From an optimization exercise on the open Yosys and OpenROAD flow, aimed at a short achievable clock period and few clock cycles; shortcuts taken in it are not production practice. In this exercise RTL edits were held to simulation tests only and were not proved equivalent to the original. Power is estimated from default activity; no workload was simulated.

## design/flow/flow/run.sh

```bash
#!/bin/bash
set -uo pipefail
cd "$(dirname "$0")/.."
MARGIN=$(cat flow/margin.txt)
bash standard.sh \
    SETUP_SLACK_MARGIN="$MARGIN" \
    MATCH_CELL_FOOTPRINT=0 \
    "BUFFER_PORTS_ARGS=-buffer_cell sky130_fd_sc_hd__buf_6" \
    finish > flow_standard.log 2>&1
status=$?
exit $status
```

## design/flow/standard.sh

```bash
#!/bin/bash
# synth_recipe.tcl (not shown) runs the flow's synth.tcl, then flattens the netlist and writes it again
# the make line also repeats each setting of config.mk as NAME=value (left out here)
make -C /OpenROAD-flow-scripts/flow DESIGN_CONFIG=/design/flow/config.mk WORK_HOME=/design/flow/orfs CLKGATE_MAP_FILE= SYNTH_SCRIPT=/design/flow/synth_recipe.tcl "${@:-finish}"
```

## design/flow/config.mk

```make
export PLATFORM = sky130hd
export DESIGN_NAME = y86_pipe
export DESIGN_NICKNAME = y86_pipe
export VERILOG_FILES = /design/flow/design.v
export SDC_FILE = /design/flow/constraint.sdc
export NUM_CORES = 4
export LEC_CHECK = 0
export CAP_MARGIN = 20
export CORE_MARGIN = 2
export CORE_UTILIZATION = 50
export SLEW_MARGIN = 20
export SYNTH_HIERARCHICAL = 1
```

## design/flow/flow/margin.txt

```
19.5
```

## design/flow/constraint.sdc

```tcl
create_clock -name core_clock -period 26.0 [get_ports {clk}]
set_input_delay 5.2000 -clock core_clock [delete_from_list [all_inputs] [get_ports {clk}]]
set_output_delay 5.2000 -clock core_clock [all_outputs]
set_load 0.01 [all_outputs]
```

## design/flow/design.v

```verilog
module y86_pipe (
    input clk,
    input rst,                   
    output [11:0] imem_addr,     
    input  [79:0] imem_data,     
    output [13:0] dmem_addr,     
    output [63:0] dmem_wdata,    
    output dmem_we,              
    input  [63:0] dmem_rdata,    
    output [1:0] stat            
);
localparam [3:0] I_HALT = 4'h0, I_NOP = 4'h1, I_CMOV = 4'h2, I_IRMOV = 4'h3,
                 I_RMMOV = 4'h4, I_MRMOV = 4'h5, I_OP = 4'h6, I_JXX = 4'h7,
                 I_CALL = 4'h8, I_RET = 4'h9, I_PUSH = 4'hA, I_POP = 4'hB;
localparam [3:0] RNONE = 4'hF, RSP = 4'h4;
function cond;
    input [3:0] fn;
    input [1:0] cc;              
    reg zf, lt;
    begin
        zf = cc[0]; lt = cc[1];
        case (fn)
        4'd0: cond = 1'b1;
        4'd1: cond = lt | zf;
        4'd2: cond = lt;
        4'd3: cond = zf;
        4'd4: cond = ~zf;
        4'd5: cond = ~lt;
        4'd6: cond = ~lt & ~zf;
        default: cond = 1'b0;
        endcase
    end
endfunction
reg [11:0] F_pc;
reg        F_bad;                
reg        D_valid;
reg [79:0] D_raw;
reg [11:0] D_pc;
reg        D_bad;
reg [12:0] D_pred;               
reg        D_predT;              
reg        E_valid;
reg [3:0]  E_icode, E_ifun, E_dstE, E_dstM;
reg [63:0] E_X, E_Y;             
reg        E_ci;                 
reg [63:0] E_A;                  
reg        E_exc;
reg [1:0]  E_stat;
reg [12:0] E_pred;
reg        M_valid;
reg [13:0] M_addr;
reg [63:0] M_wdata;
reg        M_we;
reg [63:0] M_valE;
reg [3:0]  M_dstE, M_dstM;
reg        M_isOP, M_isRet;
reg [1:0]  M_flags;
reg        M_exc;
reg [1:0]  M_stat;
reg [12:0] M_pred;
reg        W_valid;
reg [63:0] W_valE, W_valM;
reg [3:0]  W_dstE, W_dstM;
reg        W_isOP;
reg        W_mis;                
reg        W_bad;                
reg [1:0]  W_flags;
reg [1:0]  CC;                   
reg [1:0]  S_stat;               
reg        stop;                 
reg [63:0] regs [0:14];
reg [12:0] ras [0:7];
reg [2:0]  ras_sp;               
wire W_mismatch = W_mis;
wire [3:0] D_icode = D_raw[79:76];
wire [3:0] D_ifun  = D_raw[75:72];
wire [3:0] D_rA    = D_raw[71:68];
wire [3:0] D_rB    = D_raw[67:64];
wire D_isJC  = (D_icode == I_JXX) | (D_icode == I_CALL);
wire [63:0] D_valC = D_isJC ? D_raw[71:8] : D_raw[63:0];
reg [3:0] d_len;
always @(*) begin
    case (D_icode)
    I_CMOV, I_OP, I_PUSH, I_POP: d_len = 4'd2;
    I_IRMOV, I_RMMOV, I_MRMOV:   d_len = 4'd10;
    I_JXX, I_CALL:               d_len = 4'd9;
    default:                     d_len = 4'd1;
    endcase
end
wire [12:0] D_valP = {1'b0, D_pc} + {9'd0, d_len};
wire d_invalid = (D_icode > I_POP);
wire d_exc = D_bad | d_invalid | (D_icode == I_HALT);
wire [1:0] d_stat = D_bad ? 2'd2 : d_invalid ? 2'd3 : (D_icode == I_HALT) ? 2'd1 : 2'd0;
wire dv   = D_valid & ~stop;             
wire dok  = dv & ~d_exc;                 
reg [3:0] d_srcA, d_srcB, d_dstE, d_dstM;
always @(*) begin
    d_srcA = RNONE; d_srcB = RNONE; d_dstE = RNONE; d_dstM = RNONE;
    if (dok) begin
        case (D_icode)
        I_CMOV:  begin d_srcA = D_rA; d_dstE = D_rB; end
        I_IRMOV: begin d_dstE = D_rB; end
        I_RMMOV: begin d_srcA = D_rA; d_srcB = D_rB; end
        I_MRMOV: begin d_srcB = D_rB; d_dstM = D_rA; end
        I_OP:    begin d_srcA = D_rA; d_srcB = D_rB; d_dstE = D_rB; end
        I_CALL:  begin d_srcB = RSP; d_dstE = RSP; end
        I_RET:   begin d_srcA = RSP; d_srcB = RSP; d_dstE = RSP; end
        I_PUSH:  begin d_srcA = D_rA; d_srcB = RSP; d_dstE = RSP; end
        I_POP:   begin d_srcA = RSP; d_srcB = RSP; d_dstE = RSP; d_dstM = D_rA; end
        default: ;
        endcase
    end
end
wire [63:0] e_valE;
wire [3:0]  e_dstE;
wire [1:0]  e_flags;
wire        E_isOP   = E_valid & (E_icode == I_OP);
wire        E_isLoad = E_valid & ((E_icode == I_MRMOV) | (E_icode == I_POP));
function [63:0] fwd;
    input [3:0] src;
    input [3:0] e_dst;  input [63:0] e_val;
    input [3:0] m_de;   input [63:0] m_ve;
    input [3:0] w_dm;   input [63:0] w_vm;
    input [3:0] w_de;   input [63:0] w_ve;
    input [63:0] rf;
    begin
        if (src == RNONE)       fwd = 64'd0;
        else if (src == e_dst)  fwd = e_val;
        else if (src == m_de)   fwd = m_ve;
        else if (src == w_dm)   fwd = w_vm;
        else if (src == w_de)   fwd = w_ve;
        else                    fwd = rf;
    end
endfunction
wire [63:0] rfA = regs[d_srcA == RNONE ? 4'd0 : d_srcA];
wire [63:0] rfB = regs[d_srcB == RNONE ? 4'd0 : d_srcB];
wire d_mA = (d_srcA != RNONE) & (d_srcA != e_dstE) & (d_srcA == M_dstM);
wire d_mB = (d_srcB != RNONE) & (d_srcB != e_dstE) & (d_srcB == M_dstM);
wire [63:0] d_oA = fwd(d_srcA, e_dstE, e_valE, M_dstE, M_valE, W_dstM, W_valM, W_dstE, W_valE, rfA);
wire [63:0] d_oB = fwd(d_srcB, e_dstE, e_valE, M_dstE, M_valE, W_dstM, W_valM, W_dstE, W_valE, rfB);
wire d_sub  = (D_icode == I_OP) & (D_ifun[1:0] == 2'd1);
wire d_xB   = (D_icode == I_OP) | (D_icode == I_RMMOV) | (D_icode == I_MRMOV) |
              (D_icode == I_CALL) | (D_icode == I_RET) | (D_icode == I_PUSH) | (D_icode == I_POP);
wire d_yA   = (D_icode == I_OP) | (D_icode == I_CMOV);
wire d_yC   = (D_icode == I_RMMOV) | (D_icode == I_MRMOV) | (D_icode == I_IRMOV);
wire d_yM1  = (D_icode == I_CALL) | (D_icode == I_PUSH);
wire d_ci   = d_sub | (D_icode == I_RET) | (D_icode == I_POP);
wire d_aP   = (D_icode == I_CALL);
wire [63:0] x_o = d_xB ? d_oB : 64'd0;
wire [63:0] y_o = d_yA ? (d_oA ^ {64{d_sub}}) : d_yC ? D_valC : {64{d_yM1}};
wire [63:0] a_o = d_aP ? {51'd0, D_valP} : d_oA;
wire [63:0] x_n, y_n, a_n;
late_sel u_selx (.sel(d_xB & d_mB), .inv(1'b0),  .late(dmem_rdata), .other(x_o), .out(x_n));
late_sel u_sely (.sel(d_yA & d_mA), .inv(d_sub), .late(dmem_rdata), .other(y_o), .out(y_n));
late_sel u_sela (.sel(~d_aP & d_mA), .inv(1'b0), .late(dmem_rdata), .other(a_o), .out(a_n));
wire [1:0] cc_E = M_isOP ? M_flags : W_isOP ? W_flags : CC;      
wire [1:0] cc_D = E_isOP ? e_flags : cc_E;                       
wire d_jmp      = dok & (D_icode == I_JXX);
wire d_taken    = cond(D_ifun, cc_D);
wire d_mispred  = d_jmp & (d_taken != D_predT);
wire D_tgt_bad  = |D_raw[71:20];
wire [12:0] d_redir = d_taken ? {D_tgt_bad, D_valC[11:0]} : D_valP;
wire lu_hazard  = E_isLoad & (E_dstM != RNONE) & ((E_dstM == d_srcA) | (E_dstM == d_srcB));
wire d_replay   = dv & lu_hazard;
wire d_advance  = dv & ~d_replay & ~W_mismatch & ~rst;
assign imem_addr = F_pc;
wire d_call = dok & (D_icode == I_CALL);
wire d_ret  = dok & (D_icode == I_RET);
wire [12:0] ras_top = d_call ? D_valP :
                      d_ret  ? ras[ras_sp - 3'd2] : ras[ras_sp - 3'd1];
wire D_wentT = (D_icode == I_CALL) | D_predT;
wire f_bad = F_bad | (dok & D_isJC & D_wentT & D_tgt_bad);
wire f_cc_known = ~(dok & (D_icode == I_OP));
wire [15:0] f_tk;
genvar gk;
generate
    for (gk = 0; gk < 16; gk = gk + 1) begin : tk
        assign f_tk[gk] = ~f_cc_known | cond(gk, cc_D);
    end
endgenerate
wire        f_ovr = rst | W_mismatch | d_mispred | d_replay;
wire [12:0] f_ovr_val = rst        ? 13'd0 :
                        W_mismatch ? {W_bad, W_valM[11:0]} :
                        d_mispred  ? d_redir : {D_bad, D_pc};
wire [12:0] f_p1  = {1'b0, F_pc} + 13'd1;
wire [12:0] f_p2  = {1'b0, F_pc} + 13'd2;
wire [12:0] f_p9  = {1'b0, F_pc} + 13'd9;
wire [12:0] f_p10 = {1'b0, F_pc} + 13'd10;
wire [12:0] f_next;      
wire        f_taken;
fetch_next u_fnext (
    .icode(imem_data[79:76]), .ifun(imem_data[75:72]), .tgt(imem_data[19:8]),
    .p1(f_p1), .p2(f_p2), .p9(f_p9), .p10(f_p10),
    .bad(f_bad), .ras_top(ras_top), .tk(f_tk),
    .ovr(f_ovr), .ovr_val(f_ovr_val),
    .next(f_next), .taken(f_taken)
);
always @(posedge clk) begin
    F_pc  <= f_next[11:0];
    F_bad <= f_next[12];
end
always @(posedge clk) begin
    D_valid <= ~(rst | W_mismatch | d_mispred | d_replay);
    D_raw   <= imem_data;
    D_pc    <= F_pc;
    D_bad   <= f_bad;
    D_pred  <= ras_top;
    D_predT <= f_taken;
end
always @(posedge clk) begin
    if (rst)
        ras_sp <= 3'd0;
    else if (d_advance & d_call) begin
        ras[ras_sp] <= D_valP;
        ras_sp <= ras_sp + 3'd1;
    end else if (d_advance & d_ret)
        ras_sp <= ras_sp - 3'd1;
end
always @(posedge clk) begin
    if (rst | W_mismatch)
        stop <= 1'b0;
    else if (d_advance & d_exc)
        stop <= 1'b1;
end
always @(posedge clk) begin
    if (rst | W_mismatch | ~d_advance)
        E_valid <= 1'b0;
    else
        E_valid <= 1'b1;
    E_icode <= d_exc ? I_NOP : D_icode;
    E_ifun  <= D_ifun;
    E_dstE  <= d_advance ? d_dstE : RNONE;
    E_dstM  <= d_advance ? d_dstM : RNONE;
    E_X     <= x_n;
    E_Y     <= y_n;
    E_ci    <= d_ci;
    E_A     <= a_n;
    E_exc   <= d_exc;
    E_stat  <= d_stat;
    E_pred  <= D_pred;
end
wire [63:0] e_sum;
wire        e_co;
ks_add64 u_add (.a(E_X), .b(E_Y), .ci(E_ci), .s(e_sum), .co(e_co));
wire [63:0] e_and = E_X & E_Y;
wire [63:0] e_xor = E_X ^ E_Y;
wire        e_logic = (E_icode == I_OP) & E_ifun[1];
assign e_valE = e_logic ? (E_ifun[0] ? e_xor : e_and) : e_sum;
wire [63:0] e_or = E_X | E_Y;
wire z_sum = ~|(e_xor ^ {e_or[62:0], E_ci});
wire e_zf = e_logic ? (E_ifun[0] ? ~|e_xor : ~|e_and) : z_sum;
wire e_lt = e_logic ? (E_ifun[0] ? e_xor[63] : e_and[63]) : (E_X[63] ^ E_Y[63] ^ e_co);
assign e_flags = {e_lt, e_zf};
wire e_cnd = cond(E_ifun, cc_E);
assign e_dstE = (E_icode == I_CMOV && !e_cnd) ? RNONE : E_dstE;
wire e_isMem   = (E_icode == I_RMMOV) | (E_icode == I_MRMOV) | (E_icode == I_CALL) |
                 (E_icode == I_RET) | (E_icode == I_PUSH) | (E_icode == I_POP);
wire e_isStore = (E_icode == I_RMMOV) | (E_icode == I_CALL) | (E_icode == I_PUSH);
wire e_useX    = (E_icode == I_RET) | (E_icode == I_POP);   
wire [63:0] e_addr = e_useX ? E_X : e_sum;
wire e_fault = e_isMem & (|e_addr[63:14]);
wire block_store = (M_valid & M_exc) | (S_stat != 2'd0);
wire m_we_pre = ~(rst | W_mismatch | ~E_valid) & e_isStore & ~e_fault & ~E_exc & ~block_store;
wire m_ret    = M_isRet & ~rst & ~W_mismatch;
wire m_we_n, w_mis_n, m_hibad;
ret_check u_rchk (.rdata(dmem_rdata), .pred(M_pred), .is_ret(m_ret), .we_pre(m_we_pre),
                  .we(m_we_n), .mis(w_mis_n), .hibad(m_hibad));
always @(posedge clk) begin
    if (rst | W_mismatch | ~E_valid) begin
        M_valid <= 1'b0;
        M_dstE  <= RNONE;
        M_dstM  <= RNONE;
        M_isOP  <= 1'b0;
        M_isRet <= 1'b0;
        M_exc   <= 1'b0;
    end else begin
        M_valid <= 1'b1;
        M_dstE  <= e_dstE;
        M_dstM  <= E_dstM;
        M_isOP  <= (E_icode == I_OP);
        M_isRet <= (E_icode == I_RET) & ~e_fault;
        M_exc   <= E_exc | e_fault;
    end
    M_we    <= m_we_n;
    M_addr  <= e_addr[13:0];
    M_wdata <= E_A;
    M_valE  <= e_valE;
    M_flags <= e_flags;
    M_stat  <= E_exc ? E_stat : 2'd2;
    M_pred  <= E_pred;
end
assign dmem_addr  = M_addr;
assign dmem_wdata = M_wdata;
assign dmem_we    = M_we;
always @(posedge clk) begin
    if (rst | W_mismatch | ~M_valid) begin
        W_valid <= 1'b0;
        W_dstE  <= RNONE;
        W_dstM  <= RNONE;
        W_isOP  <= 1'b0;
    end else begin
        W_valid <= 1'b1;
        W_dstE  <= M_dstE;
        W_dstM  <= M_dstM;
        W_isOP  <= M_isOP;
    end
    W_mis   <= w_mis_n;
    W_valE  <= M_valE;
    W_valM  <= dmem_rdata;
    W_bad   <= m_hibad;
    W_flags <= M_flags;
end
always @(posedge clk) begin
    if (rst)
        S_stat <= 2'd0;
    else if (S_stat == 2'd0 && !W_mismatch) begin
        if (M_valid && M_exc)
            S_stat <= M_stat;
        else if (E_valid && (E_exc || e_fault) && !M_isRet)
            S_stat <= E_exc ? E_stat : 2'd2;
    end
end
assign stat = S_stat;
always @(posedge clk) begin
    if (rst)
        CC <= 2'b00;
    else if (W_isOP)
        CC <= W_flags;
end
always @(posedge clk) begin
    if (W_dstE != RNONE && W_dstE != W_dstM)
        regs[W_dstE] <= W_valE;
    if (W_dstM != RNONE)
        regs[W_dstM] <= W_valM;
end
endmodule
module fetch_next (
    input  [3:0]  icode,
    input  [3:0]  ifun,
    input  [11:0] tgt,
    input  [12:0] p1, p2, p9, p10,   
    input         bad,
    input  [12:0] ras_top,
    input  [15:0] tk,
    input         ovr,
    input  [12:0] ovr_val,
    output [12:0] next,
    output        taken
);
    assign taken = tk[ifun];
    wire to_tgt = (icode == 4'h8) | ((icode == 4'h7) & taken);
    reg [12:0] seq;
    always @(*) begin
        case (icode)
        4'h2, 4'h6, 4'hA, 4'hB: seq = p2;
        4'h3, 4'h4, 4'h5:       seq = p10;
        4'h7:                   seq = p9;
        4'h9:                   seq = ras_top;
        default:                seq = p1;
        endcase
    end
    assign next = ovr ? ovr_val :
                  to_tgt ? {bad, tgt} : {seq[12] | bad, seq[11:0]};
endmodule
module late_sel (
    input         sel,
    input         inv,
    input  [63:0] late,
    input  [63:0] other,
    output [63:0] out
);
    assign out = sel ? (late ^ {64{inv}}) : other;
endmodule
module ret_check (
    input  [63:0] rdata,
    input  [12:0] pred,
    input         is_ret,
    input         we_pre,
    output        we,
    output        mis,
    output        hibad
);
    wire differ = rdata != {51'd0, pred};
    assign mis   = is_ret & differ;
    assign we    = we_pre & ~(is_ret & differ);
    assign hibad = |rdata[63:12];
endmodule
module ks_add64 (input [63:0] a, input [63:0] b, input ci, output [63:0] s, output co);
    wire [63:0] p0 = a ^ b;
    wire [64:0] g [0:7];
    wire [64:0] p [0:7];
    assign g[0] = {a & b, ci};
    assign p[0] = {p0, 1'b0};
    genvar l, i;
    generate
        for (l = 0; l < 7; l = l + 1) begin : lvl
            for (i = 0; i < 65; i = i + 1) begin : bt
                if (i >= (1 << l)) begin : pg
                    assign g[l+1][i] = g[l][i] | (p[l][i] & g[l][i - (1 << l)]);
                    assign p[l+1][i] = p[l][i] & p[l][i - (1 << l)];
                end else begin : ps
                    assign g[l+1][i] = g[l][i];
                    assign p[l+1][i] = p[l][i];
                end
            end
        end
    endgenerate
    wire [64:0] c = g[7];        
    assign s  = p0 ^ c[63:0];
    assign co = c[64];
endmodule
```

==> results.txt <==
-- per-layer routing --
metal | track usage (%) | wire, um | vias up
met2 | 67.4 | 206000 | 7503
met3 | 13.0 | 63000 | 1901
met5 | 0 | 167 | -
met1 | 56.1 | 171000 | 44400
met4 | 38.5 | 50000 | 22
li1 | - | - | 37100
-- cells by family after synthesis --
| group | after synthesis | share of synthesized area, % |
|---|---|---|
| and+or+nand+nor | 2872 | 12.8 |
| AOI/OAI and AO/OA | 2273 | 15.4 |
| DFF | 1735 | 44.7 |
| muxes | 1402 | 16.2 |
| buffers and inverters | 1186 | 4.84 |
| xor gates and xnor gates | 410 | 3.54 |
| adders and majority gates | 205 | 2.54 |
| other | 2 | 0.00740 |
-- metrics by stage --
step,instances,instance area [sq um]
floorplan,10100,102000
global placement,12300,106000
detailed placement,12300,106000
CTS,12700,113000
global route,12700,113000
finish,12700,113000
-- repair_timing --
item	4_1_cts	5_1_grt
gates resized for setup	115	26
pin swaps	3	8
setup buffers	19	6
gates cloned	2	1
setup endpoints to repair	232	281
-- synthesized netlist by cell type, types with 24 or more instances --
cell | n | area (sq um)
sky130_fd_sc_hd__nand2_1 | 1269 | 4760
sky130_fd_sc_hd__edfxtp_1 | 1064 | 32000
sky130_fd_sc_hd__mux2_2 | 1004 | 11300
sky130_fd_sc_hd__dfxtp_1 | 671 | 13400
sky130_fd_sc_hd__clkbuf_1 | 668 | 2510
sky130_fd_sc_hd__nor2_1 | 593 | 2230
sky130_fd_sc_hd__a21oi_1 | 590 | 2950
sky130_fd_sc_hd__nand3_1 | 375 | 1880
sky130_fd_sc_hd__mux2i_1 | 309 | 3090
sky130_fd_sc_hd__xnor2_1 | 292 | 2560
sky130_fd_sc_hd__o21ai_0 | 256 | 1280
sky130_fd_sc_hd__inv_1 | 240 | 901
sky130_fd_sc_hd__a211oi_1 | 226 | 1700
sky130_fd_sc_hd__ha_1 | 202 | 2530
sky130_fd_sc_hd__a31oi_1 | 173 | 1080
sky130_fd_sc_hd__o22ai_1 | 154 | 963
sky130_fd_sc_hd__buf_2 | 148 | 741
sky130_fd_sc_hd__nor4_1 | 130 | 813
sky130_fd_sc_hd__xor2_1 | 118 | 1030
sky130_fd_sc_hd__a221oi_1 | 115 | 1010
sky130_fd_sc_hd__buf_1 | 95 | 357
sky130_fd_sc_hd__nand4_1 | 90 | 563
sky130_fd_sc_hd__a311oi_1 | 89 | 780
sky130_fd_sc_hd__o221ai_1 | 86 | 753
sky130_fd_sc_hd__mux4_2 | 85 | 1910
sky130_fd_sc_hd__nor2b_1 | 63 | 394
sky130_fd_sc_hd__and3_1 | 61 | 382
sky130_fd_sc_hd__nand2b_1 | 60 | 375
sky130_fd_sc_hd__a221o_1 | 56 | 561
sky130_fd_sc_hd__nor3_1 | 55 | 275
sky130_fd_sc_hd__o21a_1 | 52 | 390
sky130_fd_sc_hd__a22oi_1 | 50 | 375
sky130_fd_sc_hd__a21o_1 | 45 | 338
sky130_fd_sc_hd__or3_1 | 44 | 275
sky130_fd_sc_hd__o211ai_1 | 38 | 285
sky130_fd_sc_hd__a311o_1 | 33 | 330
sky130_fd_sc_hd__o32ai_1 | 33 | 289
sky130_fd_sc_hd__a2111oi_0 | 27 | 236
sky130_fd_sc_hd__o211a_1 | 26 | 260
sky130_fd_sc_hd__a211o_1 | 25 | 219
sky130_fd_sc_hd__o21ai_1 | 24 | 120
sky130_fd_sc_hd__or4_1 | 24 | 180
-- per-module statistics from Yosys, one instance, submodules excluded --
module	cell area [sq um]	flops+latches
late_sel	1290	0
y86_pipe	92500	1735
ret_check	295	0
fetch_next	1240	0
ks_add64	3630	0
-- cell type report --
class	instances	area (sq um)	share of cell area (%)
inverters	241	905	0.798
diodes	18	45.0	0.0397
clock buffers	260	5320	4.69
clock inverters	104	1010	0.887
repair buffers	503	4960	4.38
well taps	2672	3340	2.95
flip-flops and latches	1735	45500	40.2
multi-input cells	7168	52300	46.1
-- flip-flops by register name (all words and copies together) (netlist names), 12 cells and up --
register / flops
regs: 960
ras: 104
D_raw: 80
E_A: 64
E_X: 64
E_Y: 64
M_valE: 64
M_wdata: 64
W_valE: 64
W_valM: 64
M_addr: 14
D_pred: 13
E_pred: 13
M_pred: 13
D_pc: 12
F_pc: 12
-- where the power goes --
group | internal, mW | total [mW] | switching (mW)
sequential | 3.12 | 3.37 | 0.247
combinational | 0.641 | 1.76 | 1.12
clock | 1.57 | 2.81 | 1.24
-- path summary, 6_finish.rpt --
kind / endpoint / cells past startpoint / slack, ps / start
worst max-delay path: E_Y[48]$_DFF_P_ / 14 / 19230 / D_raw[77]$_DFF_P_
worst min register to register: M_wdata[0]$_DFF_P_ / 0 / 320 / E_A[0]$_DFF_P_
worst min-delay path: M_wdata[0]$_DFF_P_ / 0 / 320 / E_A[0]$_DFF_P_
worst max register to register: E_Y[48]$_DFF_P_ / 14 / 19230 / D_raw[77]$_DFF_P_
-- critical path: cells and delay by family, from the launching register on --
kind / cells / cell delay, ps
AO/OA/AOI/OAI: 6 / 2110
buffers and inverters: 2 / 710
flip-flops: 1 / 300
AND/OR/NAND/NOR: 6 / 3400
==> results.txt <==
- The data arrival time of the worst path is 7570 ps.
- For this run, the number of Yosys warnings is 9.
- The clock insertion delay at the later pin of the skew report is 910 ps.
- The first-pass GRT wire length is 670000 um.
- Across every metal layer, demand over resource in global routing totals 46.0%.
- After layout, the design draws a total of 7.93 mW.
- Detailed routing inserted a total of 91000 vias.
- The proportion of synthesized flip-flops having asynchronous set or reset is 0%.
- The number of standard-cell rows in the floorplan is 165.
- The cell area after synthesis is 0.101 sq mm.
- The layout has 17500 filler cells.
- Setup repair after global routing could not meet its margin everywhere.
- The total congestion overflow after global routing is 0.
- After clock tree synthesis, the flow added hold-fix buffers numbering 0.
- Data on the critical path is required at its endpoint by 26800 ps.
- After the last flow step, the layout net total stands at around 10000.
- The achievable clock frequency is approximately 150 MHz.
- The signal on the critical path passes through buf_4 -> nor3_1 -> or3_1 -> nor2_1 -> a32o_1 -> o21ai_2 -> nand2_4 -> buf_4 -> nor3_1 -> o22ai_1 -> o21ai_0 -> o211a_1 -> nor2_1 -> a21oi_1.
- The routed design has 489000 um of wire.
- The slowest stage of the critical path is the sky130_fd_sc_hd__nor3_1 cell.
- VDD sags by at most between 0.07 and 0.08 mV.
- The clock arrives with 55.3 ps of skew.
- After detailed routing, the number of remaining DRC violations is 0.
- In this run the power density over the cells is between 60 and 70 mW/mm^2.
- The number of search-and-repair iterations in the first detailed-routing pass is 9.
- Routability-driven placement finished with a final weighted congestion of 1.08.
- The slew at the pin closest to its max-slew limit is 1310 ps.
- Using the TritonRoute via totals, the vias-per-cell ratio works out to 7.16.
- The smallest setup slack after layout is 19230 ps.
- The die is 455 um tall.
- The worst path needs between 6000 and 7000 ps of the cycle, external delays included.
- Of all nets on the critical path, the largest fanout is 35.
- In the layout the commonest cells are sky130_fd_sc_hd__nand2_1 (1256), sky130_fd_sc_hd__edfxtp_1 (1064), sky130_fd_sc_hd__mux2_2 (1003), sky130_fd_sc_hd__a21oi_1 (585), sky130_fd_sc_hd__dfxtp_1 (574).
- The number of buffers created by CTS is 197.
- The clock tree from TritonCTS is yes.
- The root buffer cell chosen for the clock tree is sky130_fd_sc_hd__clkbuf_16.
- The startpoint type of the worst setup path is a flip-flop.
- The count of nets left with antenna violations once routing finished came out at 0.
- The routed length per instance is 38.5 um.
- In this run the horizontal extent of the chip is 455 um.
- The number of top-level design ports is 239.
- At the end of the flow the core is filled with cells to a little under three fifths.
- The hold violation total from the final report is 0.
- The total of max-cap violations is 0.
- Setup total negative slack on the finished layout was measured at 0 ps.
- The number of pins exceeding their max-slew limit in the final report came to 0.
- The class of the tightest hold or removal check is reg -> reg.
- The core region is 0.202 sq mm.
- The share of the yosys chip area belonging to registers is between 40% and 50%.
- The number of flops mapped to enable cells by yosys is 1064.
- The most frequent standard cell in the layout excluding fill and tap cells is sky130_fd_sc_hd__nand2_1.
- For this configuration, the core starts out at a cell density of 50.3%.
- The synthesized area divided by synthesized cell count is 10.1 sq um.
- For this run, the slowest stage of the critical path takes 1060 ps.
- In this run the deepest clock path goes through 3 buffers.
- The count of routing violations after the opening detailed-route iteration is 14800.
- The category of the worst setup path capture point is a flip-flop.
- The count of buffers inserted at the top-level ports is 238.
- The tightest hold margin is 321 ps.
- The initial antenna violation count was 23.
- The static leakage is 42.0 nW.
- The number of global-route vias before repair is between 80000 and 90000.
- Setup violations remaining at the end of the flow were counted as 0.
- The dominant register cell in the synthesized netlist is sky130_fd_sc_hd__edfxtp_1.
- The area growth from synthesis to layout is 11.7%.
- The cell count after synthesis is 10100.
- Entering global routing, the biggest net connects 129 pins.
- The die footprint is 0.207 sq mm.
- The run finished with no timing, DRC or antenna violations.
- OpenSTA, run right after detailed placement, puts the worst setup slack at 18100 ps.
- The count of cell types in the netlist is 117.
- The critical path is of the reg -> reg type.
- The detailed placer's ending HPWL is 308000 um.
- The count of state elements after synthesis is 1735.
- The H-tree depth is 4.
- Of the available clock period, the critical path in the final layout requires 26.0%.
- Headroom to the max-slew limit came out at around 13%.
- After clock tree synthesis, the clock-pin slew on the worst setup and hold paths is 60 ps.
- The clock net in this run drives a total of about 1700 sinks.
- The post-route netlist has 22.1% of its cells at a drive strength greater than 1.
Testbench counts, summed over its fixed seeds: cycles 20,777.

==> separate check: timing with driven ports <==
In the flow no input, the clock included, has a driving cell. The finished layout below was timed again as built, in two steps. Step 1, drivers: a clkbuf_16 drives clk and a buf_2 each remaining input, both assumed. Step 2, shift: input delay + t, output delay - t, t = (earliest + latest rising clock arrival at the registers) / 2. This alone moves slack from input paths to output paths. Three values: ideal, step 1, step 2; two values: the first two.
t, ns: 0.985
setup WS [ns]: 19.229 / 19.229 / 18.573
worst setup path at the end: input to register
latest minus earliest clock arrival (ns): 0.060 / 0.060
worst slew at a driven data input, ns: 0.16
After both steps setup and hold are still met in this run. For this run, drivers alone change the setup slack by 0.000 ns; drivers and shift together by -0.656 ns.
